What follows belongs to an exercise in optimizing a design on an open flow for small area, a short achievable clock period and few clock cycles per item; a production flow would make more cautious choices.
Where RTL was checked, it was by simulation tests only, not by an equivalence proof against the original.
The RTL of run 3 was laid out without a check of its function.

==> flow/design.v (outline; a module is shown in full before it is edited, if it fits) <==
// module sigmoid_unit: 685 lines
// module pfxi_row_h3_r11_11_11: 45 lines
// module pfxi_row_h3_r12_12_12: 51 lines
// module pfxi_row_h3_r13_13_13: 53 lines
// module pfxi_row_h3_r14_14_14: 57 lines
// module pfxi_row_h3_r15_15_15: 61 lines
// module pfxi_row_bk_r15_16_16: 67 lines
// module pfxi_row_bk_r16_16_16: 67 lines
// module pfxi_row_bk_r16_17_16: 69 lines
module sigmoid_unit (
    input  wire               clk,
    input  wire               rst,
    input  wire               in_valid,
    input  wire signed [15:0] net_in,
    output wire               out_valid,
    output wire signed [31:0] f_net,
    output wire signed [31:0] x,
    output wire signed [31:0] y,
    output wire signed [31:0] z
);
  // ...
==> flow/flow/run.sh <==
#!/bin/bash
set -euo pipefail
export BUFFER_PORTS_ARGS="-buffer_cell sky130_fd_sc_hd__buf_1"
# one tie cell drives all constant outputs
export SKIP_REPAIR_TIE_FANOUT=1
# stronger flip-flops where one drives several output buffers
export POST_GLOBAL_PLACE_TCL=$PWD/flow/upsize_out_ff.tcl UPSIZE_FF4_MIN=4 UPSIZE_FF2_MIN=2
bash standard.sh > standard.log 2>&1
==> flow/flow/upsize_out_ff.tcl <==
# Give the flip-flops that drive several output-port buffers (the copies of
# the sign bits, and the z bits that also drive f_net) a stronger drive.
set block [ord::get_db_block]
set n_up 0
foreach inst [$block getInsts] {
  if {[[$inst getMaster] getName] ne "sky130_fd_sc_hd__dfxtp_1"} { continue }
  set q [$inst findITerm Q]
  set net [$q getNet]
  if {$net eq "NULL"} { continue }
  set nout 0
  foreach it [$net getITerms] {
    if {[string match "output*" [[$it getInst] getName]]} { incr nout }
  }
  if {$nout >= $::env(UPSIZE_FF4_MIN)} {
    replace_cell [$inst getName] sky130_fd_sc_hd__dfxtp_4
    incr n_up
  } elseif {$nout >= $::env(UPSIZE_FF2_MIN)} {
    replace_cell [$inst getName] sky130_fd_sc_hd__dfxtp_2
    incr n_up
  }
}
puts "upsize_out_ff: resized $n_up flip-flops"
==> flow/standard.sh <==
#!/bin/bash
# synth_recipe.tcl (not shown) runs the flow's synth.tcl, then flattens the netlist and writes it again
# the make line also repeats each setting of config.mk as NAME=value (left out here)
make -C /OpenROAD-flow-scripts/flow DESIGN_CONFIG=/design/flow/config.mk WORK_HOME=/design/flow/orfs CLKGATE_MAP_FILE= SYNTH_SCRIPT=/design/flow/synth_recipe.tcl "${@:-finish}"
==> flow/config.mk <==
export PLATFORM = sky130hd
export DESIGN_NAME = sigmoid_unit
export DESIGN_NICKNAME = sigmoid_unit
export VERILOG_FILES = /design/flow/design.v
export SDC_FILE = /design/flow/constraint.sdc
export NUM_CORES = 4
export LEC_CHECK = 0
export ABC_AREA = 1
export CAP_MARGIN = 20
export CORE_MARGIN = 2
export CORE_UTILIZATION = 45
export SLEW_MARGIN = 20
==> flow/constraint.sdc <==
create_clock -name core_clock -period 62.0 [get_ports {clk}]
set_input_delay 12.4000 -clock core_clock [delete_from_list [all_inputs] [get_ports {clk}]]
set_output_delay 12.4000 -clock core_clock [all_outputs]
set_load 0.01 [all_outputs]
==> impl_metrics.tcl, run 1 <==
set metrics [dict create \
    status "finished clean" \
    clkTransAtPathRegs_ns 0.08 \
    hold-worst-slack_ns 0.383 \
    clock_area_share_pct 2.80 \
    dr.first_iter.drc_count 373 \
    post_cts_buffers 0 \
    cap_violations 0 \
    tightest_slew_ns 0.984 \
    met1_usage_pct 23.3 \
    post_cts_resized 0 \
    busiest_layer "met2" \
    core-area_sq_mm 0.0235 \
    drc 0 \
    nNonClkBuffers 103 \
    ys_types 54 \
    top_layer "met4" \
    setup.worst_path.end_class "primary output" \
    netlist_top_cells_area "dfxtp_1, ha_1, fa_1, nand2_1, inv_1" \
    ys_seq_elements 103 \
    post-route-period-util_pct 21.4 \
    wl_met2_um 10800 \
    drt_first_pass_iters 5 \
    crit_path_start_kind "register" \
    drtAntennaViolNets 0 \
    cp_data_required_time_ns 49.60 \
    via_per_inst 4.83 \
    regArea_sq_mm 0.00209 \
]
Testbench counts, summed over its fixed seeds: cycles 16,024, items 16,000.
==> module sigmoid_unit, before the edit <==
module sigmoid_unit (
    input  wire               clk,
    input  wire               rst,
    input  wire               in_valid,
    input  wire signed [15:0] net_in,
    output wire               out_valid,
    output wire signed [31:0] f_net,
    output wire signed [31:0] x,
    output wire signed [31:0] y,
    output wire signed [31:0] z
);
reg [14:0] nx_q;
reg        s_q;
reg        v0;
always @(posedge clk) begin
    nx_q  <= net_in[14:0] ^ {15{net_in[15]}};
    s_q   <= net_in[15];
    v0    <= in_valid & ~rst;
end
wire        s0 = s_q;
wire [15:0] nx0 = {1'b0, nx_q};
wire [15:0] dp0;
wire [16:0] dp0_p, dp0_g;
assign dp0_g[0] = s0; assign dp0_p[0] = 1'b0;
assign dp0_p[1] = (nx0[0]) ^ (1'b0); assign dp0_g[1] = (nx0[0]) & (1'b0);
assign dp0_p[2] = (nx0[1]) ^ (1'b0); assign dp0_g[2] = (nx0[1]) & (1'b0);
assign dp0_p[3] = (nx0[2]) ^ (1'b0); assign dp0_g[3] = (nx0[2]) & (1'b0);
assign dp0_p[4] = (nx0[3]) ^ (1'b1); assign dp0_g[4] = (nx0[3]) & (1'b1);
assign dp0_p[5] = (nx0[4]) ^ (1'b0); assign dp0_g[5] = (nx0[4]) & (1'b0);
assign dp0_p[6] = (nx0[5]) ^ (1'b1); assign dp0_g[6] = (nx0[5]) & (1'b1);
assign dp0_p[7] = (nx0[6]) ^ (1'b1); assign dp0_g[7] = (nx0[6]) & (1'b1);
assign dp0_p[8] = (nx0[7]) ^ (1'b1); assign dp0_g[8] = (nx0[7]) & (1'b1);
assign dp0_p[9] = (nx0[8]) ^ (1'b1); assign dp0_g[9] = (nx0[8]) & (1'b1);
assign dp0_p[10] = (nx0[9]) ^ (1'b1); assign dp0_g[10] = (nx0[9]) & (1'b1);
assign dp0_p[11] = (nx0[10]) ^ (1'b0); assign dp0_g[11] = (nx0[10]) & (1'b0);
assign dp0_p[12] = (nx0[11]) ^ (1'b0); assign dp0_g[12] = (nx0[11]) & (1'b0);
assign dp0_p[13] = (nx0[12]) ^ (1'b0); assign dp0_g[13] = (nx0[12]) & (1'b0);
assign dp0_p[14] = (nx0[13]) ^ (1'b0); assign dp0_g[14] = (nx0[13]) & (1'b0);
assign dp0_p[15] = (nx0[14]) ^ (1'b0); assign dp0_g[15] = (nx0[14]) & (1'b0);
assign dp0_p[16] = (nx0[15]) ^ (1'b0); assign dp0_g[16] = (nx0[15]) & (1'b0);
wire dp0_g0_1 = dp0_g[1] | (dp0_p[1] & dp0_g[0]);
wire dp0_p0_1 = dp0_p[1] & dp0_p[0];
wire dp0_g0_3 = dp0_g[3] | (dp0_p[3] & dp0_g[2]);
wire dp0_p0_3 = dp0_p[3] & dp0_p[2];
wire dp0_g0_5 = dp0_g[5] | (dp0_p[5] & dp0_g[4]);
wire dp0_p0_5 = dp0_p[5] & dp0_p[4];
wire dp0_g0_7 = dp0_g[7] | (dp0_p[7] & dp0_g[6]);
wire dp0_p0_7 = dp0_p[7] & dp0_p[6];
wire dp0_g0_9 = dp0_g[9] | (dp0_p[9] & dp0_g[8]);
wire dp0_p0_9 = dp0_p[9] & dp0_p[8];
wire dp0_g0_11 = dp0_g[11] | (dp0_p[11] & dp0_g[10]);
wire dp0_p0_11 = dp0_p[11] & dp0_p[10];
wire dp0_g0_13 = dp0_g[13] | (dp0_p[13] & dp0_g[12]);
wire dp0_p0_13 = dp0_p[13] & dp0_p[12];
wire dp0_g0_15 = dp0_g[15] | (dp0_p[15] & dp0_g[14]);
wire dp0_p0_15 = dp0_p[15] & dp0_p[14];
wire dp0_g1_3 = dp0_g0_3 | (dp0_p0_3 & dp0_g0_1);
wire dp0_p1_3 = dp0_p0_3 & dp0_p0_1;
wire dp0_g1_7 = dp0_g0_7 | (dp0_p0_7 & dp0_g0_5);
wire dp0_p1_7 = dp0_p0_7 & dp0_p0_5;
wire dp0_g1_11 = dp0_g0_11 | (dp0_p0_11 & dp0_g0_9);
wire dp0_p1_11 = dp0_p0_11 & dp0_p0_9;
wire dp0_g1_15 = dp0_g0_15 | (dp0_p0_15 & dp0_g0_13);
wire dp0_p1_15 = dp0_p0_15 & dp0_p0_13;
wire dp0_g2_7 = dp0_g1_7 | (dp0_p1_7 & dp0_g1_3);
wire dp0_p2_7 = dp0_p1_7 & dp0_p1_3;
wire dp0_g2_15 = dp0_g1_15 | (dp0_p1_15 & dp0_g1_11);
wire dp0_p2_15 = dp0_p1_15 & dp0_p1_11;
wire dp0_g3_15 = dp0_g2_15 | (dp0_p2_15 & dp0_g2_7);
wire dp0_p3_15 = dp0_p2_15 & dp0_p2_7;
wire dp0_g4_11 = dp0_g1_11 | (dp0_p1_11 & dp0_g2_7);
wire dp0_p4_11 = dp0_p1_11 & dp0_p2_7;
wire dp0_g5_5 = dp0_g0_5 | (dp0_p0_5 & dp0_g1_3);
wire dp0_p5_5 = dp0_p0_5 & dp0_p1_3;
wire dp0_g5_9 = dp0_g0_9 | (dp0_p0_9 & dp0_g2_7);
wire dp0_p5_9 = dp0_p0_9 & dp0_p2_7;
wire dp0_g5_13 = dp0_g0_13 | (dp0_p0_13 & dp0_g4_11);
wire dp0_p5_13 = dp0_p0_13 & dp0_p4_11;
wire dp0_g6_2 = dp0_g[2] | (dp0_p[2] & dp0_g0_1);
wire dp0_p6_2 = dp0_p[2] & dp0_p0_1;
wire dp0_g6_4 = dp0_g[4] | (dp0_p[4] & dp0_g1_3);
wire dp0_p6_4 = dp0_p[4] & dp0_p1_3;
wire dp0_g6_6 = dp0_g[6] | (dp0_p[6] & dp0_g5_5);
wire dp0_p6_6 = dp0_p[6] & dp0_p5_5;
wire dp0_g6_8 = dp0_g[8] | (dp0_p[8] & dp0_g2_7);
wire dp0_p6_8 = dp0_p[8] & dp0_p2_7;
wire dp0_g6_10 = dp0_g[10] | (dp0_p[10] & dp0_g5_9);
wire dp0_p6_10 = dp0_p[10] & dp0_p5_9;
wire dp0_g6_12 = dp0_g[12] | (dp0_p[12] & dp0_g4_11);
wire dp0_p6_12 = dp0_p[12] & dp0_p4_11;
wire dp0_g6_14 = dp0_g[14] | (dp0_p[14] & dp0_g5_13);
wire dp0_p6_14 = dp0_p[14] & dp0_p5_13;
wire dp0_g6_16 = dp0_g[16] | (dp0_p[16] & dp0_g3_15);
wire dp0_p6_16 = dp0_p[16] & dp0_p3_15;
assign dp0[0] = dp0_p[1] ^ dp0_g[0];
assign dp0[1] = dp0_p[2] ^ dp0_g0_1;
assign dp0[2] = dp0_p[3] ^ dp0_g6_2;
assign dp0[3] = dp0_p[4] ^ dp0_g1_3;
assign dp0[4] = dp0_p[5] ^ dp0_g6_4;
assign dp0[5] = dp0_p[6] ^ dp0_g5_5;
assign dp0[6] = dp0_p[7] ^ dp0_g6_6;
assign dp0[7] = dp0_p[8] ^ dp0_g2_7;
assign dp0[8] = dp0_p[9] ^ dp0_g6_8;
assign dp0[9] = dp0_p[10] ^ dp0_g5_9;
assign dp0[10] = dp0_p[11] ^ dp0_g6_10;
assign dp0[11] = dp0_p[12] ^ dp0_g4_11;
assign dp0[12] = dp0_p[13] ^ dp0_g6_12;
assign dp0[13] = dp0_p[14] ^ dp0_g5_13;
assign dp0[14] = dp0_p[15] ^ dp0_g6_14;
assign dp0[15] = dp0_p[16] ^ dp0_g3_15;
wire [15:0] d0 = dp0;
wire [10:0] tk9 = ~11'd1953;    
wire [10:0] df9;
wire        ge9;
pfxi_row_h3_r11_11_11 row9 (.t(tk9), .d(d0[10:0]), .hz(~|d0[15:11]), .ge(ge9), .r(df9));
wire [10:0] tr9 = df9;
wire [11:0] tk8 = {tr9, 1'b1};
wire [11:0] df8;
wire        ge8;
pfxi_row_h3_r12_12_12 row8 (.t(tk8), .d(d0[11:0]), .hz(~|d0[15:12]), .ge(ge8), .r(df8));
wire [11:0] tr8 = df8;
wire [12:0] tk7 = {tr8, 1'b1};
wire [12:0] df7;
wire        ge7;
pfxi_row_h3_r13_13_13 row7 (.t(tk7), .d(d0[12:0]), .hz(~|d0[15:13]), .ge(ge7), .r(df7));
wire [12:0] tr7 = df7;
wire [13:0] tk6 = {tr7, 1'b1};
wire [13:0] df6;
wire        ge6;
pfxi_row_h3_r14_14_14 row6 (.t(tk6), .d(d0[13:0]), .hz(~|d0[15:14]), .ge(ge6), .r(df6));
wire [13:0] tr6 = df6;
wire [14:0] tk5 = {tr6, 1'b0};
wire [14:0] df5;
wire        ge5;
pfxi_row_h3_r15_15_15 row5 (.t(tk5), .d(d0[14:0]), .hz(~|d0[15:15]), .ge(ge5), .r(df5));
wire [14:0] tr5 = df5;
reg [15:0] d1;
reg        s1;
reg        v1;
reg [14:0] t1;
reg        q9_1;
reg        q8_1;
reg        q7_1;
reg        q6_1;
reg        q5_1;
always @(posedge clk) begin
    d1 <= d0;
    s1 <= s0;
    v1 <= v0 & ~rst;
    t1 <= tr5;
    q9_1 <= ge9;
    q8_1 <= ge8;
    q7_1 <= ge7;
    q6_1 <= ge6;
    q5_1 <= ge5;
end
wire [15:0] tk4 = {t1, 1'b0};
wire [14:0] df4;
wire        ge4;
pfxi_row_bk_r15_16_16 row4 (.t(tk4), .d(d1[15:0]), .hz(1'b1), .ge(ge4), .r(df4));
wire [14:0] tr4 = df4;
wire [15:0] tk3 = {tr4, 1'b0};
wire [14:0] df3;
wire        ge3;
pfxi_row_bk_r15_16_16 row3 (.t(tk3), .d(d1[15:0]), .hz(1'b1), .ge(ge3), .r(df3));
wire [14:0] tr3 = df3;
wire [15:0] tk2 = {tr3, 1'b0};
wire [14:0] df2;
wire        ge2;
pfxi_row_bk_r15_16_16 row2 (.t(tk2), .d(d1[15:0]), .hz(1'b1), .ge(ge2), .r(df2));
wire [14:0] tr2 = df2;
wire [15:0] tk1 = {tr2, 1'b0};
wire [15:0] df1;
wire        ge1;
pfxi_row_bk_r16_16_16 row1 (.t(tk1), .d(d1[15:0]), .hz(1'b1), .ge(ge1), .r(df1));
wire [15:0] tr1 = df1;
wire [16:0] tk0 = {tr1, 1'b0};
wire [15:0] df0;
wire        ge0;
pfxi_row_bk_r16_17_16 row0 (.t(tk0), .d(d1[15:0]), .hz(1'b1), .ge(ge0), .r(df0));
wire [8:0]  qh = {q9_1, q8_1, q7_1, q6_1, q5_1, ge4, ge3, ge2, ge1};
wire        q0 = ge0;
wire [8:0] v;
wire [9:0] v_p, v_g;
assign v_g[0] = 1'b0; assign v_p[0] = 1'b0;
assign v_p[1] = (~qh[0]) ^ (1'b0); assign v_g[1] = (~qh[0]) & (1'b0);
assign v_p[2] = (~qh[1]) ^ (1'b0); assign v_g[2] = (~qh[1]) & (1'b0);
assign v_p[3] = (~qh[2]) ^ (1'b1); assign v_g[3] = (~qh[2]) & (1'b1);
assign v_p[4] = (~qh[3]) ^ (1'b0); assign v_g[4] = (~qh[3]) & (1'b0);
assign v_p[5] = (~qh[4]) ^ (1'b1); assign v_g[5] = (~qh[4]) & (1'b1);
assign v_p[6] = (~qh[5]) ^ (1'b1); assign v_g[6] = (~qh[5]) & (1'b1);
assign v_p[7] = (~qh[6]) ^ (1'b1); assign v_g[7] = (~qh[6]) & (1'b1);
assign v_p[8] = (~qh[7]) ^ (1'b1); assign v_g[8] = (~qh[7]) & (1'b1);
assign v_p[9] = (~qh[8]) ^ (1'b1); assign v_g[9] = (~qh[8]) & (1'b1);
wire v_g0_1 = v_g[1] | (v_p[1] & v_g[0]);
wire v_p0_1 = v_p[1] & v_p[0];
wire v_g0_3 = v_g[3] | (v_p[3] & v_g[2]);
wire v_p0_3 = v_p[3] & v_p[2];
wire v_g0_5 = v_g[5] | (v_p[5] & v_g[4]);
wire v_p0_5 = v_p[5] & v_p[4];
wire v_g0_7 = v_g[7] | (v_p[7] & v_g[6]);
wire v_p0_7 = v_p[7] & v_p[6];
wire v_g0_9 = v_g[9] | (v_p[9] & v_g[8]);
wire v_p0_9 = v_p[9] & v_p[8];
wire v_g1_2 = v_g[2] | (v_p[2] & v_g0_1);
wire v_p1_2 = v_p[2] & v_p0_1;
wire v_g1_3 = v_g0_3 | (v_p0_3 & v_g0_1);
wire v_p1_3 = v_p0_3 & v_p0_1;
wire v_g1_6 = v_g[6] | (v_p[6] & v_g0_5);
wire v_p1_6 = v_p[6] & v_p0_5;
wire v_g1_7 = v_g0_7 | (v_p0_7 & v_g0_5);
wire v_p1_7 = v_p0_7 & v_p0_5;
wire v_g2_4 = v_g[4] | (v_p[4] & v_g1_3);
wire v_p2_4 = v_p[4] & v_p1_3;
wire v_g2_5 = v_g0_5 | (v_p0_5 & v_g1_3);
wire v_p2_5 = v_p0_5 & v_p1_3;
wire v_g2_6 = v_g1_6 | (v_p1_6 & v_g1_3);
wire v_p2_6 = v_p1_6 & v_p1_3;
wire v_g2_7 = v_g1_7 | (v_p1_7 & v_g1_3);
wire v_p2_7 = v_p1_7 & v_p1_3;
wire v_g3_8 = v_g[8] | (v_p[8] & v_g2_7);
wire v_p3_8 = v_p[8] & v_p2_7;
wire v_g3_9 = v_g0_9 | (v_p0_9 & v_g2_7);
wire v_p3_9 = v_p0_9 & v_p2_7;
assign v[0] = v_p[1] ^ v_g[0];
assign v[1] = v_p[2] ^ v_g0_1;
assign v[2] = v_p[3] ^ v_g1_2;
assign v[3] = v_p[4] ^ v_g1_3;
assign v[4] = v_p[5] ^ v_g2_4;
assign v[5] = v_p[6] ^ v_g2_5;
assign v[6] = v_p[7] ^ v_g2_6;
assign v[7] = v_p[8] ^ v_g2_7;
assign v[8] = v_p[9] ^ v_g3_8;
wire [9:0] nv;
wire [10:0] nv_p, nv_g;
assign nv_g[0] = 1'b0; assign nv_p[0] = 1'b0;
assign nv_p[1] = (qh[0]) ^ (1'b1); assign nv_g[1] = (qh[0]) & (1'b1);
assign nv_p[2] = (qh[1]) ^ (1'b0); assign nv_g[2] = (qh[1]) & (1'b0);
assign nv_p[3] = (qh[2]) ^ (1'b1); assign nv_g[3] = (qh[2]) & (1'b1);
assign nv_p[4] = (qh[3]) ^ (1'b1); assign nv_g[4] = (qh[3]) & (1'b1);
assign nv_p[5] = (qh[4]) ^ (1'b0); assign nv_g[5] = (qh[4]) & (1'b0);
assign nv_p[6] = (qh[5]) ^ (1'b0); assign nv_g[6] = (qh[5]) & (1'b0);
assign nv_p[7] = (qh[6]) ^ (1'b0); assign nv_g[7] = (qh[6]) & (1'b0);
assign nv_p[8] = (qh[7]) ^ (1'b0); assign nv_g[8] = (qh[7]) & (1'b0);
assign nv_p[9] = (qh[8]) ^ (1'b0); assign nv_g[9] = (qh[8]) & (1'b0);
assign nv_p[10] = (1'b0) ^ (1'b1); assign nv_g[10] = (1'b0) & (1'b1);
wire nv_g0_1 = nv_g[1] | (nv_p[1] & nv_g[0]);
wire nv_p0_1 = nv_p[1] & nv_p[0];
wire nv_g0_3 = nv_g[3] | (nv_p[3] & nv_g[2]);
wire nv_p0_3 = nv_p[3] & nv_p[2];
wire nv_g0_5 = nv_g[5] | (nv_p[5] & nv_g[4]);
wire nv_p0_5 = nv_p[5] & nv_p[4];
wire nv_g0_7 = nv_g[7] | (nv_p[7] & nv_g[6]);
wire nv_p0_7 = nv_p[7] & nv_p[6];
wire nv_g0_9 = nv_g[9] | (nv_p[9] & nv_g[8]);
wire nv_p0_9 = nv_p[9] & nv_p[8];
wire nv_g1_2 = nv_g[2] | (nv_p[2] & nv_g0_1);
wire nv_p1_2 = nv_p[2] & nv_p0_1;
wire nv_g1_3 = nv_g0_3 | (nv_p0_3 & nv_g0_1);
wire nv_p1_3 = nv_p0_3 & nv_p0_1;
wire nv_g1_6 = nv_g[6] | (nv_p[6] & nv_g0_5);
wire nv_p1_6 = nv_p[6] & nv_p0_5;
wire nv_g1_7 = nv_g0_7 | (nv_p0_7 & nv_g0_5);
wire nv_p1_7 = nv_p0_7 & nv_p0_5;
wire nv_g1_10 = nv_g[10] | (nv_p[10] & nv_g0_9);
wire nv_p1_10 = nv_p[10] & nv_p0_9;
wire nv_g2_4 = nv_g[4] | (nv_p[4] & nv_g1_3);
wire nv_p2_4 = nv_p[4] & nv_p1_3;
wire nv_g2_5 = nv_g0_5 | (nv_p0_5 & nv_g1_3);
wire nv_p2_5 = nv_p0_5 & nv_p1_3;
wire nv_g2_6 = nv_g1_6 | (nv_p1_6 & nv_g1_3);
wire nv_p2_6 = nv_p1_6 & nv_p1_3;
wire nv_g2_7 = nv_g1_7 | (nv_p1_7 & nv_g1_3);
wire nv_p2_7 = nv_p1_7 & nv_p1_3;
wire nv_g3_8 = nv_g[8] | (nv_p[8] & nv_g2_7);
wire nv_p3_8 = nv_p[8] & nv_p2_7;
wire nv_g3_9 = nv_g0_9 | (nv_p0_9 & nv_g2_7);
wire nv_p3_9 = nv_p0_9 & nv_p2_7;
wire nv_g3_10 = nv_g1_10 | (nv_p1_10 & nv_g2_7);
wire nv_p3_10 = nv_p1_10 & nv_p2_7;
assign nv[0] = nv_p[1] ^ nv_g[0];
assign nv[1] = nv_p[2] ^ nv_g0_1;
assign nv[2] = nv_p[3] ^ nv_g1_2;
assign nv[3] = nv_p[4] ^ nv_g1_3;
assign nv[4] = nv_p[5] ^ nv_g2_4;
assign nv[5] = nv_p[6] ^ nv_g2_5;
assign nv[6] = nv_p[7] ^ nv_g2_6;
assign nv[7] = nv_p[8] ^ nv_g2_7;
assign nv[8] = nv_p[9] ^ nv_g3_8;
assign nv[9] = nv_p[10] ^ nv_g3_9;
wire [9:0] zp;
wire [10:0] zp_p, zp_g;
assign zp_g[0] = 1'b0; assign zp_p[0] = 1'b0;
assign zp_p[1] = (~qh[0]) ^ (1'b0); assign zp_g[1] = (~qh[0]) & (1'b0);
assign zp_p[2] = (~qh[1]) ^ (1'b0); assign zp_g[2] = (~qh[1]) & (1'b0);
assign zp_p[3] = (~qh[2]) ^ (1'b0); assign zp_g[3] = (~qh[2]) & (1'b0);
assign zp_p[4] = (~qh[3]) ^ (1'b1); assign zp_g[4] = (~qh[3]) & (1'b1);
assign zp_p[5] = (~qh[4]) ^ (1'b0); assign zp_g[5] = (~qh[4]) & (1'b0);
assign zp_p[6] = (~qh[5]) ^ (1'b1); assign zp_g[6] = (~qh[5]) & (1'b1);
assign zp_p[7] = (~qh[6]) ^ (1'b1); assign zp_g[7] = (~qh[6]) & (1'b1);
assign zp_p[8] = (~qh[7]) ^ (1'b1); assign zp_g[8] = (~qh[7]) & (1'b1);
assign zp_p[9] = (~qh[8]) ^ (1'b1); assign zp_g[9] = (~qh[8]) & (1'b1);
assign zp_p[10] = (1'b1) ^ (1'b1); assign zp_g[10] = (1'b1) & (1'b1);
wire zp_g0_1 = zp_g[1] | (zp_p[1] & zp_g[0]);
wire zp_p0_1 = zp_p[1] & zp_p[0];
wire zp_g0_3 = zp_g[3] | (zp_p[3] & zp_g[2]);
wire zp_p0_3 = zp_p[3] & zp_p[2];
wire zp_g0_5 = zp_g[5] | (zp_p[5] & zp_g[4]);
wire zp_p0_5 = zp_p[5] & zp_p[4];
wire zp_g0_7 = zp_g[7] | (zp_p[7] & zp_g[6]);
wire zp_p0_7 = zp_p[7] & zp_p[6];
wire zp_g0_9 = zp_g[9] | (zp_p[9] & zp_g[8]);
wire zp_p0_9 = zp_p[9] & zp_p[8];
wire zp_g1_2 = zp_g[2] | (zp_p[2] & zp_g0_1);
wire zp_p1_2 = zp_p[2] & zp_p0_1;
wire zp_g1_3 = zp_g0_3 | (zp_p0_3 & zp_g0_1);
wire zp_p1_3 = zp_p0_3 & zp_p0_1;
wire zp_g1_6 = zp_g[6] | (zp_p[6] & zp_g0_5);
wire zp_p1_6 = zp_p[6] & zp_p0_5;
wire zp_g1_7 = zp_g0_7 | (zp_p0_7 & zp_g0_5);
wire zp_p1_7 = zp_p0_7 & zp_p0_5;
wire zp_g1_10 = zp_g[10] | (zp_p[10] & zp_g0_9);
wire zp_p1_10 = zp_p[10] & zp_p0_9;
wire zp_g2_4 = zp_g[4] | (zp_p[4] & zp_g1_3);
wire zp_p2_4 = zp_p[4] & zp_p1_3;
wire zp_g2_5 = zp_g0_5 | (zp_p0_5 & zp_g1_3);
wire zp_p2_5 = zp_p0_5 & zp_p1_3;
wire zp_g2_6 = zp_g1_6 | (zp_p1_6 & zp_g1_3);
wire zp_p2_6 = zp_p1_6 & zp_p1_3;
wire zp_g2_7 = zp_g1_7 | (zp_p1_7 & zp_g1_3);
wire zp_p2_7 = zp_p1_7 & zp_p1_3;
wire zp_g3_8 = zp_g[8] | (zp_p[8] & zp_g2_7);
wire zp_p3_8 = zp_p[8] & zp_p2_7;
wire zp_g3_9 = zp_g0_9 | (zp_p0_9 & zp_g2_7);
wire zp_p3_9 = zp_p0_9 & zp_p2_7;
wire zp_g3_10 = zp_g1_10 | (zp_p1_10 & zp_g2_7);
wire zp_p3_10 = zp_p1_10 & zp_p2_7;
assign zp[0] = zp_p[1] ^ zp_g[0];
assign zp[1] = zp_p[2] ^ zp_g0_1;
assign zp[2] = zp_p[3] ^ zp_g1_2;
assign zp[3] = zp_p[4] ^ zp_g1_3;
assign zp[4] = zp_p[5] ^ zp_g2_4;
assign zp[5] = zp_p[6] ^ zp_g2_5;
assign zp[6] = zp_p[7] ^ zp_g2_6;
assign zp[7] = zp_p[8] ^ zp_g2_7;
assign zp[8] = zp_p[9] ^ zp_g3_8;
assign zp[9] = zp_p[10] ^ zp_g3_9;
wire [9:0] qh1;
wire [10:0] qh1_p, qh1_g;
assign qh1_g[0] = 1'b1; assign qh1_p[0] = 1'b0;
assign qh1_p[1] = (qh[0]) ^ (1'b0); assign qh1_g[1] = (qh[0]) & (1'b0);
assign qh1_p[2] = (qh[1]) ^ (1'b0); assign qh1_g[2] = (qh[1]) & (1'b0);
assign qh1_p[3] = (qh[2]) ^ (1'b0); assign qh1_g[3] = (qh[2]) & (1'b0);
assign qh1_p[4] = (qh[3]) ^ (1'b0); assign qh1_g[4] = (qh[3]) & (1'b0);
assign qh1_p[5] = (qh[4]) ^ (1'b0); assign qh1_g[5] = (qh[4]) & (1'b0);
assign qh1_p[6] = (qh[5]) ^ (1'b0); assign qh1_g[6] = (qh[5]) & (1'b0);
assign qh1_p[7] = (qh[6]) ^ (1'b0); assign qh1_g[7] = (qh[6]) & (1'b0);
assign qh1_p[8] = (qh[7]) ^ (1'b0); assign qh1_g[8] = (qh[7]) & (1'b0);
assign qh1_p[9] = (qh[8]) ^ (1'b0); assign qh1_g[9] = (qh[8]) & (1'b0);
assign qh1_p[10] = (1'b0) ^ (1'b0); assign qh1_g[10] = (1'b0) & (1'b0);
wire qh1_g0_1 = qh1_g[1] | (qh1_p[1] & qh1_g[0]);
wire qh1_p0_1 = qh1_p[1] & qh1_p[0];
wire qh1_g0_3 = qh1_g[3] | (qh1_p[3] & qh1_g[2]);
wire qh1_p0_3 = qh1_p[3] & qh1_p[2];
wire qh1_g0_5 = qh1_g[5] | (qh1_p[5] & qh1_g[4]);
wire qh1_p0_5 = qh1_p[5] & qh1_p[4];
wire qh1_g0_7 = qh1_g[7] | (qh1_p[7] & qh1_g[6]);
wire qh1_p0_7 = qh1_p[7] & qh1_p[6];
wire qh1_g0_9 = qh1_g[9] | (qh1_p[9] & qh1_g[8]);
wire qh1_p0_9 = qh1_p[9] & qh1_p[8];
wire qh1_g1_2 = qh1_g[2] | (qh1_p[2] & qh1_g0_1);
wire qh1_p1_2 = qh1_p[2] & qh1_p0_1;
wire qh1_g1_3 = qh1_g0_3 | (qh1_p0_3 & qh1_g0_1);
wire qh1_p1_3 = qh1_p0_3 & qh1_p0_1;
wire qh1_g1_6 = qh1_g[6] | (qh1_p[6] & qh1_g0_5);
wire qh1_p1_6 = qh1_p[6] & qh1_p0_5;
wire qh1_g1_7 = qh1_g0_7 | (qh1_p0_7 & qh1_g0_5);
wire qh1_p1_7 = qh1_p0_7 & qh1_p0_5;
wire qh1_g1_10 = qh1_g[10] | (qh1_p[10] & qh1_g0_9);
wire qh1_p1_10 = qh1_p[10] & qh1_p0_9;
wire qh1_g2_4 = qh1_g[4] | (qh1_p[4] & qh1_g1_3);
wire qh1_p2_4 = qh1_p[4] & qh1_p1_3;
wire qh1_g2_5 = qh1_g0_5 | (qh1_p0_5 & qh1_g1_3);
wire qh1_p2_5 = qh1_p0_5 & qh1_p1_3;
wire qh1_g2_6 = qh1_g1_6 | (qh1_p1_6 & qh1_g1_3);
wire qh1_p2_6 = qh1_p1_6 & qh1_p1_3;
wire qh1_g2_7 = qh1_g1_7 | (qh1_p1_7 & qh1_g1_3);
wire qh1_p2_7 = qh1_p1_7 & qh1_p1_3;
wire qh1_g3_8 = qh1_g[8] | (qh1_p[8] & qh1_g2_7);
wire qh1_p3_8 = qh1_p[8] & qh1_p2_7;
wire qh1_g3_9 = qh1_g0_9 | (qh1_p0_9 & qh1_g2_7);
wire qh1_p3_9 = qh1_p0_9 & qh1_p2_7;
wire qh1_g3_10 = qh1_g1_10 | (qh1_p1_10 & qh1_g2_7);
wire qh1_p3_10 = qh1_p1_10 & qh1_p2_7;
assign qh1[0] = qh1_p[1] ^ qh1_g[0];
assign qh1[1] = qh1_p[2] ^ qh1_g0_1;
assign qh1[2] = qh1_p[3] ^ qh1_g1_2;
assign qh1[3] = qh1_p[4] ^ qh1_g1_3;
assign qh1[4] = qh1_p[5] ^ qh1_g2_4;
assign qh1[5] = qh1_p[6] ^ qh1_g2_5;
assign qh1[6] = qh1_p[7] ^ qh1_g2_6;
assign qh1[7] = qh1_p[8] ^ qh1_g2_7;
assign qh1[8] = qh1_p[9] ^ qh1_g3_8;
assign qh1[9] = qh1_p[10] ^ qh1_g3_9;
wire [9:0]  yv  = s1 ? (q0 ? {nv[8:0], 1'b0} : {~v, 1'b1}) : {v, ~q0};
wire [9:0]  zv  = s1 ? (q0 ? qh1 : {1'b0, qh}) : zp;
wire        yneg0 = s1 & (d1 >= 16'd1002);
wire        yneg1 = s1 & (d1 != 16'd1001);
wire        yneg2 = s1 & ((|d1[15:10]) | (d1[9:0] >= 10'd1002));
wire        yneg3 = s1 & (d1[15:1] != 15'd500);
wire [15:0] nn;
wire [16:0] nn_p, nn_g;
assign nn_g[0] = 1'b0; assign nn_p[0] = 1'b0;
assign nn_p[1] = (d1[0] ^ s1) ^ (s1); assign nn_g[1] = (d1[0] ^ s1) & (s1);
assign nn_p[2] = (d1[1] ^ s1) ^ (1'b0); assign nn_g[2] = (d1[1] ^ s1) & (1'b0);
assign nn_p[3] = (d1[2] ^ s1) ^ (1'b0); assign nn_g[3] = (d1[2] ^ s1) & (1'b0);
assign nn_p[4] = (d1[3] ^ s1) ^ (1'b1); assign nn_g[4] = (d1[3] ^ s1) & (1'b1);
assign nn_p[5] = (d1[4] ^ s1) ^ (~s1); assign nn_g[5] = (d1[4] ^ s1) & (~s1);
assign nn_p[6] = (d1[5] ^ s1) ^ (s1); assign nn_g[6] = (d1[5] ^ s1) & (s1);
assign nn_p[7] = (d1[6] ^ s1) ^ (s1); assign nn_g[7] = (d1[6] ^ s1) & (s1);
assign nn_p[8] = (d1[7] ^ s1) ^ (s1); assign nn_g[8] = (d1[7] ^ s1) & (s1);
assign nn_p[9] = (d1[8] ^ s1) ^ (s1); assign nn_g[9] = (d1[8] ^ s1) & (s1);
assign nn_p[10] = (d1[9] ^ s1) ^ (s1); assign nn_g[10] = (d1[9] ^ s1) & (s1);
assign nn_p[11] = (d1[10] ^ s1) ^ (~s1); assign nn_g[11] = (d1[10] ^ s1) & (~s1);
assign nn_p[12] = (d1[11] ^ s1) ^ (~s1); assign nn_g[12] = (d1[11] ^ s1) & (~s1);
assign nn_p[13] = (d1[12] ^ s1) ^ (~s1); assign nn_g[13] = (d1[12] ^ s1) & (~s1);
assign nn_p[14] = (d1[13] ^ s1) ^ (~s1); assign nn_g[14] = (d1[13] ^ s1) & (~s1);
assign nn_p[15] = (d1[14] ^ s1) ^ (~s1); assign nn_g[15] = (d1[14] ^ s1) & (~s1);
assign nn_p[16] = (d1[15] ^ s1) ^ (~s1); assign nn_g[16] = (d1[15] ^ s1) & (~s1);
wire nn_g0_1 = nn_g[1] | (nn_p[1] & nn_g[0]);
wire nn_p0_1 = nn_p[1] & nn_p[0];
wire nn_g1_2 = nn_g[2] | (nn_p[2] & nn_g0_1);
wire nn_p1_2 = nn_p[2] & nn_p0_1;
wire nn_g2_3 = nn_g[3] | (nn_p[3] & nn_g1_2);
wire nn_p2_3 = nn_p[3] & nn_p1_2;
wire nn_g3_4 = nn_g[4] | (nn_p[4] & nn_g2_3);
wire nn_p3_4 = nn_p[4] & nn_p2_3;
wire nn_g4_5 = nn_g[5] | (nn_p[5] & nn_g3_4);
wire nn_p4_5 = nn_p[5] & nn_p3_4;
wire nn_g5_6 = nn_g[6] | (nn_p[6] & nn_g4_5);
wire nn_p5_6 = nn_p[6] & nn_p4_5;
wire nn_g6_7 = nn_g[7] | (nn_p[7] & nn_g5_6);
wire nn_p6_7 = nn_p[7] & nn_p5_6;
wire nn_g7_8 = nn_g[8] | (nn_p[8] & nn_g6_7);
wire nn_p7_8 = nn_p[8] & nn_p6_7;
wire nn_g8_9 = nn_g[9] | (nn_p[9] & nn_g7_8);
wire nn_p8_9 = nn_p[9] & nn_p7_8;
wire nn_g9_10 = nn_g[10] | (nn_p[10] & nn_g8_9);
wire nn_p9_10 = nn_p[10] & nn_p8_9;
wire nn_g10_11 = nn_g[11] | (nn_p[11] & nn_g9_10);
wire nn_p10_11 = nn_p[11] & nn_p9_10;
wire nn_g11_12 = nn_g[12] | (nn_p[12] & nn_g10_11);
wire nn_p11_12 = nn_p[12] & nn_p10_11;
wire nn_g12_13 = nn_g[13] | (nn_p[13] & nn_g11_12);
wire nn_p12_13 = nn_p[13] & nn_p11_12;
wire nn_g13_14 = nn_g[14] | (nn_p[14] & nn_g12_13);
wire nn_p13_14 = nn_p[14] & nn_p12_13;
wire nn_g14_15 = nn_g[15] | (nn_p[15] & nn_g13_14);
wire nn_p14_15 = nn_p[15] & nn_p13_14;
wire nn_g15_16 = nn_g[16] | (nn_p[16] & nn_g14_15);
wire nn_p15_16 = nn_p[16] & nn_p14_15;
assign nn[0] = nn_p[1] ^ nn_g[0];
assign nn[1] = nn_p[2] ^ nn_g0_1;
assign nn[2] = nn_p[3] ^ nn_g1_2;
assign nn[3] = nn_p[4] ^ nn_g2_3;
assign nn[4] = nn_p[5] ^ nn_g3_4;
assign nn[5] = nn_p[6] ^ nn_g4_5;
assign nn[6] = nn_p[7] ^ nn_g5_6;
assign nn[7] = nn_p[8] ^ nn_g6_7;
assign nn[8] = nn_p[9] ^ nn_g7_8;
assign nn[9] = nn_p[10] ^ nn_g8_9;
assign nn[10] = nn_p[11] ^ nn_g9_10;
assign nn[11] = nn_p[12] ^ nn_g10_11;
assign nn[12] = nn_p[13] ^ nn_g11_12;
assign nn[13] = nn_p[14] ^ nn_g12_13;
assign nn[14] = nn_p[15] ^ nn_g13_14;
assign nn[15] = nn_p[16] ^ nn_g14_15;
wire [21:0] n22  = {{6{s1}}, nn};
wire [21:0] x1;
wire [22:0] x1_p, x1_g;
assign x1_g[0] = 1'b0; assign x1_p[0] = 1'b0;
assign x1_p[1] = (n22[0]) ^ (1'b0); assign x1_g[1] = (n22[0]) & (1'b0);
assign x1_p[2] = (n22[1]) ^ (1'b0); assign x1_g[2] = (n22[1]) & (1'b0);
assign x1_p[3] = (n22[2]) ^ (1'b0); assign x1_g[3] = (n22[2]) & (1'b0);
assign x1_p[4] = (n22[3]) ^ (1'b0); assign x1_g[4] = (n22[3]) & (1'b0);
assign x1_p[5] = (n22[4]) ^ (1'b0); assign x1_g[5] = (n22[4]) & (1'b0);
assign x1_p[6] = (n22[5]) ^ (1'b0); assign x1_g[6] = (n22[5]) & (1'b0);
assign x1_p[7] = (n22[6]) ^ (1'b0); assign x1_g[7] = (n22[6]) & (1'b0);
assign x1_p[8] = (n22[7]) ^ (n22[0]); assign x1_g[8] = (n22[7]) & (n22[0]);
assign x1_p[9] = (n22[8]) ^ (n22[1]); assign x1_g[9] = (n22[8]) & (n22[1]);
assign x1_p[10] = (n22[9]) ^ (n22[2]); assign x1_g[10] = (n22[9]) & (n22[2]);
assign x1_p[11] = (n22[10]) ^ (n22[3]); assign x1_g[11] = (n22[10]) & (n22[3]);
assign x1_p[12] = (n22[11]) ^ (n22[4]); assign x1_g[12] = (n22[11]) & (n22[4]);
assign x1_p[13] = (n22[12]) ^ (n22[5]); assign x1_g[13] = (n22[12]) & (n22[5]);
assign x1_p[14] = (n22[13]) ^ (n22[6]); assign x1_g[14] = (n22[13]) & (n22[6]);
assign x1_p[15] = (n22[14]) ^ (n22[7]); assign x1_g[15] = (n22[14]) & (n22[7]);
assign x1_p[16] = (n22[15]) ^ (n22[8]); assign x1_g[16] = (n22[15]) & (n22[8]);
assign x1_p[17] = (n22[16]) ^ (n22[9]); assign x1_g[17] = (n22[16]) & (n22[9]);
assign x1_p[18] = (n22[17]) ^ (n22[10]); assign x1_g[18] = (n22[17]) & (n22[10]);
assign x1_p[19] = (n22[18]) ^ (n22[11]); assign x1_g[19] = (n22[18]) & (n22[11]);
assign x1_p[20] = (n22[19]) ^ (n22[12]); assign x1_g[20] = (n22[19]) & (n22[12]);
assign x1_p[21] = (n22[20]) ^ (n22[13]); assign x1_g[21] = (n22[20]) & (n22[13]);
assign x1_p[22] = (n22[21]) ^ (n22[14]); assign x1_g[22] = (n22[21]) & (n22[14]);
wire x1_g0_1 = x1_g[1] | (x1_p[1] & x1_g[0]);
wire x1_p0_1 = x1_p[1] & x1_p[0];
wire x1_g1_2 = x1_g[2] | (x1_p[2] & x1_g0_1);
wire x1_p1_2 = x1_p[2] & x1_p0_1;
wire x1_g2_3 = x1_g[3] | (x1_p[3] & x1_g1_2);
wire x1_p2_3 = x1_p[3] & x1_p1_2;
wire x1_g3_4 = x1_g[4] | (x1_p[4] & x1_g2_3);
wire x1_p3_4 = x1_p[4] & x1_p2_3;
wire x1_g4_5 = x1_g[5] | (x1_p[5] & x1_g3_4);
wire x1_p4_5 = x1_p[5] & x1_p3_4;
wire x1_g5_6 = x1_g[6] | (x1_p[6] & x1_g4_5);
wire x1_p5_6 = x1_p[6] & x1_p4_5;
wire x1_g6_7 = x1_g[7] | (x1_p[7] & x1_g5_6);
wire x1_p6_7 = x1_p[7] & x1_p5_6;
wire x1_g7_8 = x1_g[8] | (x1_p[8] & x1_g6_7);
wire x1_p7_8 = x1_p[8] & x1_p6_7;
wire x1_g8_9 = x1_g[9] | (x1_p[9] & x1_g7_8);
wire x1_p8_9 = x1_p[9] & x1_p7_8;
wire x1_g9_10 = x1_g[10] | (x1_p[10] & x1_g8_9);
wire x1_p9_10 = x1_p[10] & x1_p8_9;
wire x1_g10_11 = x1_g[11] | (x1_p[11] & x1_g9_10);
wire x1_p10_11 = x1_p[11] & x1_p9_10;
wire x1_g11_12 = x1_g[12] | (x1_p[12] & x1_g10_11);
wire x1_p11_12 = x1_p[12] & x1_p10_11;
wire x1_g12_13 = x1_g[13] | (x1_p[13] & x1_g11_12);
wire x1_p12_13 = x1_p[13] & x1_p11_12;
wire x1_g13_14 = x1_g[14] | (x1_p[14] & x1_g12_13);
wire x1_p13_14 = x1_p[14] & x1_p12_13;
wire x1_g14_15 = x1_g[15] | (x1_p[15] & x1_g13_14);
wire x1_p14_15 = x1_p[15] & x1_p13_14;
wire x1_g15_16 = x1_g[16] | (x1_p[16] & x1_g14_15);
wire x1_p15_16 = x1_p[16] & x1_p14_15;
wire x1_g16_17 = x1_g[17] | (x1_p[17] & x1_g15_16);
wire x1_p16_17 = x1_p[17] & x1_p15_16;
wire x1_g17_18 = x1_g[18] | (x1_p[18] & x1_g16_17);
wire x1_p17_18 = x1_p[18] & x1_p16_17;
wire x1_g18_19 = x1_g[19] | (x1_p[19] & x1_g17_18);
wire x1_p18_19 = x1_p[19] & x1_p17_18;
wire x1_g19_20 = x1_g[20] | (x1_p[20] & x1_g18_19);
wire x1_p19_20 = x1_p[20] & x1_p18_19;
wire x1_g20_21 = x1_g[21] | (x1_p[21] & x1_g19_20);
wire x1_p20_21 = x1_p[21] & x1_p19_20;
wire x1_g21_22 = x1_g[22] | (x1_p[22] & x1_g20_21);
wire x1_p21_22 = x1_p[22] & x1_p20_21;
assign x1[0] = x1_p[1] ^ x1_g[0];
assign x1[1] = x1_p[2] ^ x1_g0_1;
assign x1[2] = x1_p[3] ^ x1_g1_2;
assign x1[3] = x1_p[4] ^ x1_g2_3;
assign x1[4] = x1_p[5] ^ x1_g3_4;
assign x1[5] = x1_p[6] ^ x1_g4_5;
assign x1[6] = x1_p[7] ^ x1_g5_6;
assign x1[7] = x1_p[8] ^ x1_g6_7;
assign x1[8] = x1_p[9] ^ x1_g7_8;
assign x1[9] = x1_p[10] ^ x1_g8_9;
assign x1[10] = x1_p[11] ^ x1_g9_10;
assign x1[11] = x1_p[12] ^ x1_g10_11;
assign x1[12] = x1_p[13] ^ x1_g11_12;
assign x1[13] = x1_p[14] ^ x1_g12_13;
assign x1[14] = x1_p[15] ^ x1_g13_14;
assign x1[15] = x1_p[16] ^ x1_g14_15;
assign x1[16] = x1_p[17] ^ x1_g15_16;
assign x1[17] = x1_p[18] ^ x1_g16_17;
assign x1[18] = x1_p[19] ^ x1_g17_18;
assign x1[19] = x1_p[20] ^ x1_g18_19;
assign x1[20] = x1_p[21] ^ x1_g19_20;
assign x1[21] = x1_p[22] ^ x1_g20_21;
wire [21:0] xx;
wire [22:0] xx_p, xx_g;
assign xx_g[0] = 1'b1; assign xx_p[0] = 1'b0;
assign xx_p[1] = (x1[0]) ^ (1'b1); assign xx_g[1] = (x1[0]) & (1'b1);
assign xx_p[2] = (x1[1]) ^ (1'b1); assign xx_g[2] = (x1[1]) & (1'b1);
assign xx_p[3] = (x1[2]) ^ (~n22[0]); assign xx_g[3] = (x1[2]) & (~n22[0]);
assign xx_p[4] = (x1[3]) ^ (~n22[1]); assign xx_g[4] = (x1[3]) & (~n22[1]);
assign xx_p[5] = (x1[4]) ^ (~n22[2]); assign xx_g[5] = (x1[4]) & (~n22[2]);
assign xx_p[6] = (x1[5]) ^ (~n22[3]); assign xx_g[6] = (x1[5]) & (~n22[3]);
assign xx_p[7] = (x1[6]) ^ (~n22[4]); assign xx_g[7] = (x1[6]) & (~n22[4]);
assign xx_p[8] = (x1[7]) ^ (~n22[5]); assign xx_g[8] = (x1[7]) & (~n22[5]);
assign xx_p[9] = (x1[8]) ^ (~n22[6]); assign xx_g[9] = (x1[8]) & (~n22[6]);
assign xx_p[10] = (x1[9]) ^ (~n22[7]); assign xx_g[10] = (x1[9]) & (~n22[7]);
assign xx_p[11] = (x1[10]) ^ (~n22[8]); assign xx_g[11] = (x1[10]) & (~n22[8]);
assign xx_p[12] = (x1[11]) ^ (~n22[9]); assign xx_g[12] = (x1[11]) & (~n22[9]);
assign xx_p[13] = (x1[12]) ^ (~n22[10]); assign xx_g[13] = (x1[12]) & (~n22[10]);
assign xx_p[14] = (x1[13]) ^ (~n22[11]); assign xx_g[14] = (x1[13]) & (~n22[11]);
assign xx_p[15] = (x1[14]) ^ (~n22[12]); assign xx_g[15] = (x1[14]) & (~n22[12]);
assign xx_p[16] = (x1[15]) ^ (~n22[13]); assign xx_g[16] = (x1[15]) & (~n22[13]);
assign xx_p[17] = (x1[16]) ^ (~n22[14]); assign xx_g[17] = (x1[16]) & (~n22[14]);
assign xx_p[18] = (x1[17]) ^ (~n22[15]); assign xx_g[18] = (x1[17]) & (~n22[15]);
assign xx_p[19] = (x1[18]) ^ (~n22[16]); assign xx_g[19] = (x1[18]) & (~n22[16]);
assign xx_p[20] = (x1[19]) ^ (~n22[17]); assign xx_g[20] = (x1[19]) & (~n22[17]);
assign xx_p[21] = (x1[20]) ^ (~n22[18]); assign xx_g[21] = (x1[20]) & (~n22[18]);
assign xx_p[22] = (x1[21]) ^ (~n22[19]); assign xx_g[22] = (x1[21]) & (~n22[19]);
wire xx_g0_1 = xx_g[1] | (xx_p[1] & xx_g[0]);
wire xx_p0_1 = xx_p[1] & xx_p[0];
wire xx_g1_2 = xx_g[2] | (xx_p[2] & xx_g0_1);
wire xx_p1_2 = xx_p[2] & xx_p0_1;
wire xx_g2_3 = xx_g[3] | (xx_p[3] & xx_g1_2);
wire xx_p2_3 = xx_p[3] & xx_p1_2;
wire xx_g3_4 = xx_g[4] | (xx_p[4] & xx_g2_3);
wire xx_p3_4 = xx_p[4] & xx_p2_3;
wire xx_g4_5 = xx_g[5] | (xx_p[5] & xx_g3_4);
wire xx_p4_5 = xx_p[5] & xx_p3_4;
wire xx_g5_6 = xx_g[6] | (xx_p[6] & xx_g4_5);
wire xx_p5_6 = xx_p[6] & xx_p4_5;
wire xx_g6_7 = xx_g[7] | (xx_p[7] & xx_g5_6);
wire xx_p6_7 = xx_p[7] & xx_p5_6;
wire xx_g7_8 = xx_g[8] | (xx_p[8] & xx_g6_7);
wire xx_p7_8 = xx_p[8] & xx_p6_7;
wire xx_g8_9 = xx_g[9] | (xx_p[9] & xx_g7_8);
wire xx_p8_9 = xx_p[9] & xx_p7_8;
wire xx_g9_10 = xx_g[10] | (xx_p[10] & xx_g8_9);
wire xx_p9_10 = xx_p[10] & xx_p8_9;
wire xx_g10_11 = xx_g[11] | (xx_p[11] & xx_g9_10);
wire xx_p10_11 = xx_p[11] & xx_p9_10;
wire xx_g11_12 = xx_g[12] | (xx_p[12] & xx_g10_11);
wire xx_p11_12 = xx_p[12] & xx_p10_11;
wire xx_g12_13 = xx_g[13] | (xx_p[13] & xx_g11_12);
wire xx_p12_13 = xx_p[13] & xx_p11_12;
wire xx_g13_14 = xx_g[14] | (xx_p[14] & xx_g12_13);
wire xx_p13_14 = xx_p[14] & xx_p12_13;
wire xx_g14_15 = xx_g[15] | (xx_p[15] & xx_g13_14);
wire xx_p14_15 = xx_p[15] & xx_p13_14;
wire xx_g15_16 = xx_g[16] | (xx_p[16] & xx_g14_15);
wire xx_p15_16 = xx_p[16] & xx_p14_15;
wire xx_g16_17 = xx_g[17] | (xx_p[17] & xx_g15_16);
wire xx_p16_17 = xx_p[17] & xx_p15_16;
wire xx_g17_18 = xx_g[18] | (xx_p[18] & xx_g16_17);
wire xx_p17_18 = xx_p[18] & xx_p16_17;
wire xx_g18_19 = xx_g[19] | (xx_p[19] & xx_g17_18);
wire xx_p18_19 = xx_p[19] & xx_p17_18;
wire xx_g19_20 = xx_g[20] | (xx_p[20] & xx_g18_19);
wire xx_p19_20 = xx_p[20] & xx_p18_19;
wire xx_g20_21 = xx_g[21] | (xx_p[21] & xx_g19_20);
wire xx_p20_21 = xx_p[21] & xx_p19_20;
wire xx_g21_22 = xx_g[22] | (xx_p[22] & xx_g20_21);
wire xx_p21_22 = xx_p[22] & xx_p20_21;
assign xx[0] = xx_p[1] ^ xx_g[0];
assign xx[1] = xx_p[2] ^ xx_g0_1;
assign xx[2] = xx_p[3] ^ xx_g1_2;
assign xx[3] = xx_p[4] ^ xx_g2_3;
assign xx[4] = xx_p[5] ^ xx_g3_4;
assign xx[5] = xx_p[6] ^ xx_g4_5;
assign xx[6] = xx_p[7] ^ xx_g5_6;
assign xx[7] = xx_p[8] ^ xx_g6_7;
assign xx[8] = xx_p[9] ^ xx_g7_8;
assign xx[9] = xx_p[10] ^ xx_g8_9;
assign xx[10] = xx_p[11] ^ xx_g9_10;
assign xx[11] = xx_p[12] ^ xx_g10_11;
assign xx[12] = xx_p[13] ^ xx_g11_12;
assign xx[13] = xx_p[14] ^ xx_g12_13;
assign xx[14] = xx_p[15] ^ xx_g13_14;
assign xx[15] = xx_p[16] ^ xx_g14_15;
assign xx[16] = xx_p[17] ^ xx_g15_16;
assign xx[17] = xx_p[18] ^ xx_g16_17;
assign xx[18] = xx_p[19] ^ xx_g17_18;
assign xx[19] = xx_p[20] ^ xx_g18_19;
assign xx[20] = xx_p[21] ^ xx_g19_20;
assign xx[21] = xx_p[22] ^ xx_g20_21;
reg        vo;
reg [2:0] xs;
reg [3:0] ys;
reg [21:0] xr;
reg [9:0]  yr;
reg [9:0]  zr;
always @(posedge clk) begin
    vo <= v1 & ~rst;
    xs[0] <= s1;
    xs[1] <= s1 & (d1 != 16'd1000);
    xs[2] <= nn[15];
    ys[0] <= yneg0;
    ys[1] <= yneg1;
    ys[2] <= yneg2;
    ys[3] <= yneg3;
    xr <= xx;
    yr <= yv;
    zr <= zv;
end
assign out_valid = vo;
assign x     = {xs[0], xs[0], xs[0], xs[1], xs[1], xs[2], xs[2], xr, 3'b000};
assign y     = {ys[0], ys[0], ys[0], ys[0], ys[0], ys[0], ys[1], ys[1], ys[1], ys[1], ys[1], ys[2], ys[2], ys[2], ys[2], ys[2], ys[2], ys[3], ys[3], ys[3], ys[3], ys[3], yr};
assign z     = {21'd0, zr, yr[0]};
assign f_net = {22'd0, zr};
endmodule
==> inputs of run 2 (changes only) <==
--- a/flow/design.v
+++ b/flow/design.v
@@ -661,3 +661,3 @@
 reg        vo;
-reg [2:0] xs;
+reg [1:0] xs;
 reg [3:0] ys;
@@ -670,3 +670,2 @@
     xs[1] <= s1 & (d1 != 16'd1000);
-    xs[2] <= nn[15];
     ys[0] <= yneg0;
@@ -680,3 +679,3 @@
 assign out_valid = vo;
-assign x     = {xs[0], xs[0], xs[0], xs[1], xs[1], xs[2], xs[2], xr, 3'b000};
+assign x     = {xs[0], xs[0], xs[0], xs[0], xs[1], xs[1], xs[1], xr, 3'b000};
 assign y     = {ys[0], ys[0], ys[0], ys[0], ys[0], ys[0], ys[1], ys[1], ys[1], ys[1], ys[1], ys[2], ys[2], ys[2], ys[2], ys[2], ys[2], ys[3], ys[3], ys[3], ys[3], ys[3], yr};
--- a/flow/config.mk
+++ b/flow/config.mk
@@ -10,3 +10,3 @@
 export CORE_MARGIN = 2
-export CORE_UTILIZATION = 45
+export CORE_UTILIZATION = 40
 export SLEW_MARGIN = 20
==> run 2 against run 1 <==
Against the previous run:
- still clean on timing, DRC and antenna
- worst hold slack better by 0.0026 ns
- via count up 2.3%
- flip-flop and latch count down 1
- synthesized area up 0.13%
- first-iteration DRC count down 13%
- register-to-register slack better by 0.36 ns
- clock-buffer cell count down 2
- maximum frequency about the same
- critical path depth unchanged
- critical path type unchanged
==> impl_metrics.tcl, run 2 <==
set metrics [dict create \
    tightest_slew_ns 0.958 \
    root_buffer "clkbuf_16" \
    drive_gt1_share_pct 7.42 \
    final_cell_mix "nand2_1, inv_1, ha_1" \
    reg2reg_slack_ns 49.29 \
    cp_data_required_time_ns 49.60 \
    yosys_warnings 1 \
    largestRegisters "xr x22, d1 x16" \
    final_common_cell "nand2_1" \
    regArea_sq_mm 0.00208 \
    synthDominantCellAreaShare_pct 18.8 \
    largest_reg_flops 22 \
    synth_cells 1358 \
    setup.worst_path.class "register to primary output" \
    cp.arrival_ns 0.88 \
    ioPinCount 148 \
    setup.worst_path.end_class "primary output" \
    cts-htree-levels 3 \
    fp.dieW_um 169 \
    finalCriticalPeriod_ns 13.28 \
    grt_pass1_wl_um 38000 \
    yosysSeqAreaShare_pct 18.8 \
    final_max_slew_viol_count 0 \
    skew_ns 0.0152 \
    nFillCells 2726 \
    setup_violations 0 \
    synth_edf_count 0 \
    grt_max_degree 47 \
    layout.nets 1608 \
    die_y_um 169 \
    multi_input_area_sq_mm 0.00737 \
    setup_tns_ns 0 \
    synth.most_common_cell "nand2_1" \
    ys_seq_elements 102 \
    post-route-period-util_pct 21.4 \
    clkLatencyLatePin_ns 0.36 \
    cts_made_buffers 9 \
    hold_viol_final 0 \
    synth_compound_area_share_pct 11.0 \
    grt_pass1_vias 8361 \
    async_reset_ff_share_pct 0 \
    yosysTopAreaCell "dfxtp_1" \
    path_delay_family "flip-flops" \
    slew_headroom_pct 34.5 \
    vias 8344 \
    design_area_sq_mm 0.0113 \
    fmax_ghz 0.0753 \
    core-area_sq_mm 0.0268 \
    dieArea_sq_mm 0.0284 \
    cts_buffer_depth 2 \
    cap_violations 0 \
    crit_path_start_kind "register" \
    hp-class "register to register" \
    cts_tree "yes" \
    synth-xor-area-share_pct 7.99 \
    grt_usage_pct 16.3 \
    ys_types 55 \
    synth_top_family_by_area "adder cells" \
    dr.first_iter.drc_count 324 \
    worst_path_max_delay_cell "dfxtp_4" \
    ys.flop_type "dfxtp_1" \
    synthAdderAreaFrac_pct 30.6 \
    netlist_top_cells_area "dfxtp_1, ha_1, fa_1, nand2_1, inv_1" \
    cp_cell_sequence "buf_1" \
    drtAntennaViolNets 0 \
    syn_area_per_cell_sq_um 7.98 \
    fp-row-count 60 \
    critPathMaxStageDelay_ns 0.37 \
    cts_hold_buffers 0 \
    syn_to_final_growth_pct 3.97 \
    wl_per_cell_um 12.8 \
    clkSinkCount 102 \
    start_util_pct 40.5 \
    wl_um 21900 \
    num_antenna_cells 0 \
    synth_top_cells_by_count "nand2_1, inv_1, ha_1" \
    largest_register "xr" \
    post_cts_buffers 0 \
    worstPathMaxFanout 6 \
    drt_first_pass_iters 4 \
    drc 0 \
    post_cts_resized 0 \
    place_hpwl_um 18600 \
    syn-num-nets 1597 \
    rsz0062_at_grt "false" \
    status "finished clean" \
    synthMuxAreaShare_pct 0.0923 \
    clkTransAtPathRegs_ns 0.08 \
    mappedNetlistArea_sq_mm 0.0108 \
    portBuffers 101 \
    critPathBufInv 1 \
    place_area_sq_mm 0.0110 \
    synth_simple_gate_area_share_pct 18.2 \
    grt_overflow 0 \
    via_per_inst 4.87 \
    antenna_found_initial 0 \
]
==> run 2: cell type report <==
class | count | area share [%]
clock inverters | 6 | 0.555
clock buffers | 10 | 2.03
well taps | 341 | 3.78
inverters | 187 | 6.23
multi-input cells | 964 | 65.4
flip-flops and latches | 102 | 18.4
repair buffers | 105 | 3.63
==> run 2: through the flow <==
step	cells	setup WS (ns)	hold WS [ns]	util, %
3_3_place_gp	1699	48.58	0.368	40.8
2_1_floorplan	1358	48.64	0.359	-
6_report	1715	48.72	0.385	42.1
3_5_place_dp	1699	48.56	0.375	41.0
4_1_cts	1715	48.70	0.387	42.1
5_1_grt	1715	47.95	0.391	42.1
==> run 2: path summary, 6_finish.rpt <==
| path | startpoint | to | cells past startpoint |
|---|---|---|---|
| hold / removal | s_q$_DFF_P_ | s1$_DFF_P_ | 0 |
| setup reg to reg | s_q$_DFF_P_ | t1[13]$_DFF_P_ | 73 |
| hold reg to reg | s_q$_DFF_P_ | s1$_DFF_P_ | 0 |
| setup / recovery | ys[0]$_DFF_P_ | y[27] | 1 |
==> run 2: cell families (layout without fill, tap and decap cells) <==
logic type,after synthesis,after routing
AND/OR/NAND/NOR,437,437
buffers and inverters,292,308
adder cells (fa/ha/maj),220,220
AO/OA/AOI/OAI,207,207
flip-flops,102,102
XOR/XNOR,98,98
other,1,1
multiplexers,1,1
==> run 2: routing by layer <==
metal  vias up  track usage [%]  wire (um)
met1      3876             18.0       9530
met2       130             31.3      11100
li1       4298                -          -
met4         0             6.18        688
met3        40             2.29        631
met5         -                0          0
Testbench counts of run 2, summed over its fixed seeds: cycles 16,024, items 16,000.
==> inputs of run 3 (changes only) <==
--- a/flow/design.v
+++ b/flow/design.v
@@ -410,2 +410,3 @@
 wire        yneg3 = s1 & (d1[15:1] != 15'd500);
+wire        yneg4 = s1 & (d1 > 16'd1001);
 wire [15:0] nn;
@@ -661,4 +662,4 @@
 reg        vo;
-reg [1:0] xs;
-reg [3:0] ys;
+reg [2:0] xs;
+reg [4:0] ys;
 reg [21:0] xr;
@@ -670,2 +671,3 @@
     xs[1] <= s1 & (d1 != 16'd1000);
+    xs[2] <= nn[15];
     ys[0] <= yneg0;
@@ -674,2 +676,3 @@
     ys[3] <= yneg3;
+    ys[4] <= yneg4;
     xr <= xx;
@@ -679,4 +682,4 @@
 assign out_valid = vo;
-assign x     = {xs[0], xs[0], xs[0], xs[0], xs[1], xs[1], xs[1], xr, 3'b000};
-assign y     = {ys[0], ys[0], ys[0], ys[0], ys[0], ys[0], ys[1], ys[1], ys[1], ys[1], ys[1], ys[2], ys[2], ys[2], ys[2], ys[2], ys[2], ys[3], ys[3], ys[3], ys[3], ys[3], yr};
+assign x     = {xs[0], xs[0], xs[0], xs[1], xs[1], xs[2], xs[2], xr, 3'b000};
+assign y     = {ys[0], ys[0], ys[0], ys[0], ys[0], ys[1], ys[1], ys[1], ys[1], ys[2], ys[2], ys[2], ys[2], ys[2], ys[3], ys[3], ys[3], ys[3], ys[4], ys[4], ys[4], ys[4], yr};
 assign z     = {21'd0, zr, yr[0]};
==> run 3 against run 2 <==
Against the previous run:
- via count down 0.44%
- critical path depth is the same
==> impl_metrics.tcl, run 3 <==
set metrics [dict create \
    via_per_inst 4.80 \
    largestRegisters "xr x22, d1 x16" \
    syn_area_per_cell_sq_um 7.98 \
    placed_cells 1716 \
    async_reset_ff_share_pct 0 \
    ys_types 55 \
    start_util_pct 40.6 \
    design_area_sq_mm 0.0114 \
    synth_cells 1373 \
    netlist_top_cells_area "dfxtp_1, ha_1, fa_1, nand2_1, inv_1" \
    drtAntennaViolNets 0 \
    final_cell_mix "nand2_1, inv_1, ha_1" \
    grt_usage_pct 16.3 \
    hold_viol_final 0 \
    hp-class "register to register" \
    crit_path_start_kind "register" \
    rsz0062_at_grt "false" \
    drt_first_pass_iters 6 \
    synth.most_common_cell "nand2_1" \
    synth_simple_gate_area_share_pct 18.5 \
    grt_max_degree 47 \
    post_cts_resized 0 \
    core-area_sq_mm 0.0270 \
    fp.dieW_um 169 \
    num_antenna_cells 0 \
    die_y_um 169 \
    largest_register "xr" \
    syn-num-nets 1612 \
    grt_pass1_wl_um 38400 \
    slew_headroom_pct 33.9 \
    finalCriticalPeriod_ns 13.27 \
    setup_tns_ns 0 \
    syn_to_final_growth_pct 4.33 \
    final_common_cell "nand2_1" \
    grt_pass1_vias 8207 \
    cts_hold_buffers 0 \
    largest_reg_flops 22 \
    cts-htree-levels 3 \
    synth_top_family_by_area "adder cells" \
    clkLatencyLatePin_ns 0.36 \
    path_delay_family "flip-flops" \
    fp-row-count 60 \
    place_area_sq_mm 0.0111 \
    mappedNetlistArea_sq_mm 0.0110 \
    synth_edf_count 0 \
    root_buffer "clkbuf_16" \
    place_hpwl_um 18600 \
    wl_um 21800 \
    fin_cells 1732 \
    portBuffers 101 \
    grt_overflow 0 \
    wl_per_cell_um 12.6 \
    ioPinCount 148 \
    dr.first_iter.drc_count 376 \
    synthDominantCellAreaShare_pct 19.0 \
    setup.worst_path.end_class "primary output" \
    synth_compound_area_share_pct 11.0 \
    dieArea_sq_mm 0.0287 \
    yosysTopAreaCell "dfxtp_1" \
    layout.nets 1625 \
    cap_violations 0 \
    synthMuxAreaShare_pct 0.0914 \
    setup.worst_path.class "register to primary output" \
    status "finished clean" \
    drive_gt1_share_pct 8.05 \
    setup_violations 0 \
    post-route-util_pct 42.4 \
    critPathMaxStageDelay_ns 0.36 \
    critPathBufInv 1 \
    cp.arrival_ns 0.87 \
    clkSinkCount 104 \
    worstPathMaxFanout 5 \
    clkTransAtPathRegs_ns 0.08 \
    cts_made_buffers 9 \
    post_cts_buffers 0 \
    final_max_slew_viol_count 0 \
    synth-xor-area-share_pct 7.91 \
    ys_seq_elements 104 \
    post-route-period-util_pct 21.4 \
    vias 8307 \
    synth_top_cells_by_count "nand2_1, inv_1, ha_1" \
    skew_ns 0.0204 \
    cp_cell_sequence "buf_1" \
    tightest_slew_ns 0.991 \
    antenna_found_initial 0 \
    cp_data_required_time_ns 49.60 \
    ys.flop_type "dfxtp_1" \
    worst_path_max_delay_cell "dfxtp_4" \
    yosysSeqAreaShare_pct 19.0 \
    synthAdderAreaFrac_pct 30.3 \
    cts_tree "yes" \
    drc 0 \
    yosys_warnings 1 \
    fmax_ghz 0.0754 \
    cts_buffer_depth 2 \
]
run 3: layout make-up:
class / instances / area [sq um]
inverters: 195 / 733
clock inverters: 6 / 86.3
well taps: 341 / 427
clock buffers: 10 / 229
flip-flops and latches: 104 / 2120
multi-input cells: 972 / 7430
fillers: 2726 / 15500
repair buffers: 104 / 402
run 3: logic make-up after synthesis:
| kind of cell | after synthesis |
|---|---|
| compound gates | 208 |
| other cells | 1 |
| fa+ha+maj | 220 |
| flops | 104 |
| simple gates | 444 |
| mux | 1 |
| xor+xnor | 98 |
| buf+inv | 297 |
run 3: stage by stage:
stage | worst slack, ns | hold slack [ns]
after detailed placement | 48.49 | 0.371
after floorplan | 48.64 | 0.359
after global routing | 47.88 | 0.386
final | 48.73 | 0.381
after CTS | 48.71 | 0.375
after global placement | 48.52 | 0.366
run 3: per-layer routing:
layer	part of all wire [%]	up-vias	track usage, %
met2	50	120	30.1
met4	1.8	0	3.86
met1	46	3810	20.2
li1	-	4352	-
met5	0	-	0
met3	2.7	25	2.01
run 3: worst paths after layout:
check                                      end  slack, ns     startpoint  cells after the start
worst max-delay path                     y[27]      48.73  ys[0]$_DFF_P_                      1
worst min-delay path                s1$_DFF_P_       0.38    s_q$_DFF_P_                      0
worst max register to register  t1[13]$_DFF_P_      49.47    s_q$_DFF_P_                     73
worst min register to register      s1$_DFF_P_       0.38    s_q$_DFF_P_                      0

==> static timing again, ports no longer ideal <==
No port has a modelled driver above. Below, the same layouts with a new extraction and two added sets of constraints. Step 1 sets driving cells, clkbuf_16 on the clock port and buf_2 on the other inputs (assumed; they add their load-dependent delay and slew). Step 2 adds t to the input delays and takes it off the output delays; t is the mean of the earliest and latest rising clock arrival at the registers after step 1. Input paths then give back, and output paths get back, about the clock's delay inside the block. a / b / c = ideal / step 1 / step 2; a / b = the first two.
| run | shift t [ns] | setup slack, ns | hold WS [ns] | latest minus earliest clock arrival (ns) | worst data-port slew with drivers (ns) |
|---|---|---|---|---|---|
| run 1 | 0.392 | 48.731 / 48.686 / 48.557 | 0.383 / 0.383 / 0.383 | 0.013 / 0.013 | 0.04 |
| run 2 | 0.399 | 48.721 / 48.678 / 48.587 | 0.385 / 0.385 / 0.385 | 0.015 / 0.015 | 0.03 |
| run 3 | 0.392 | 48.731 / 48.689 / 48.553 | 0.381 / 0.381 / 0.381 | 0.020 / 0.020 | 0.03 |
After both steps setup and hold are still met in every run listed. For run 3, which loses most, drivers alone change the setup slack by -0.042 ns; drivers and shift together by -0.178 ns.
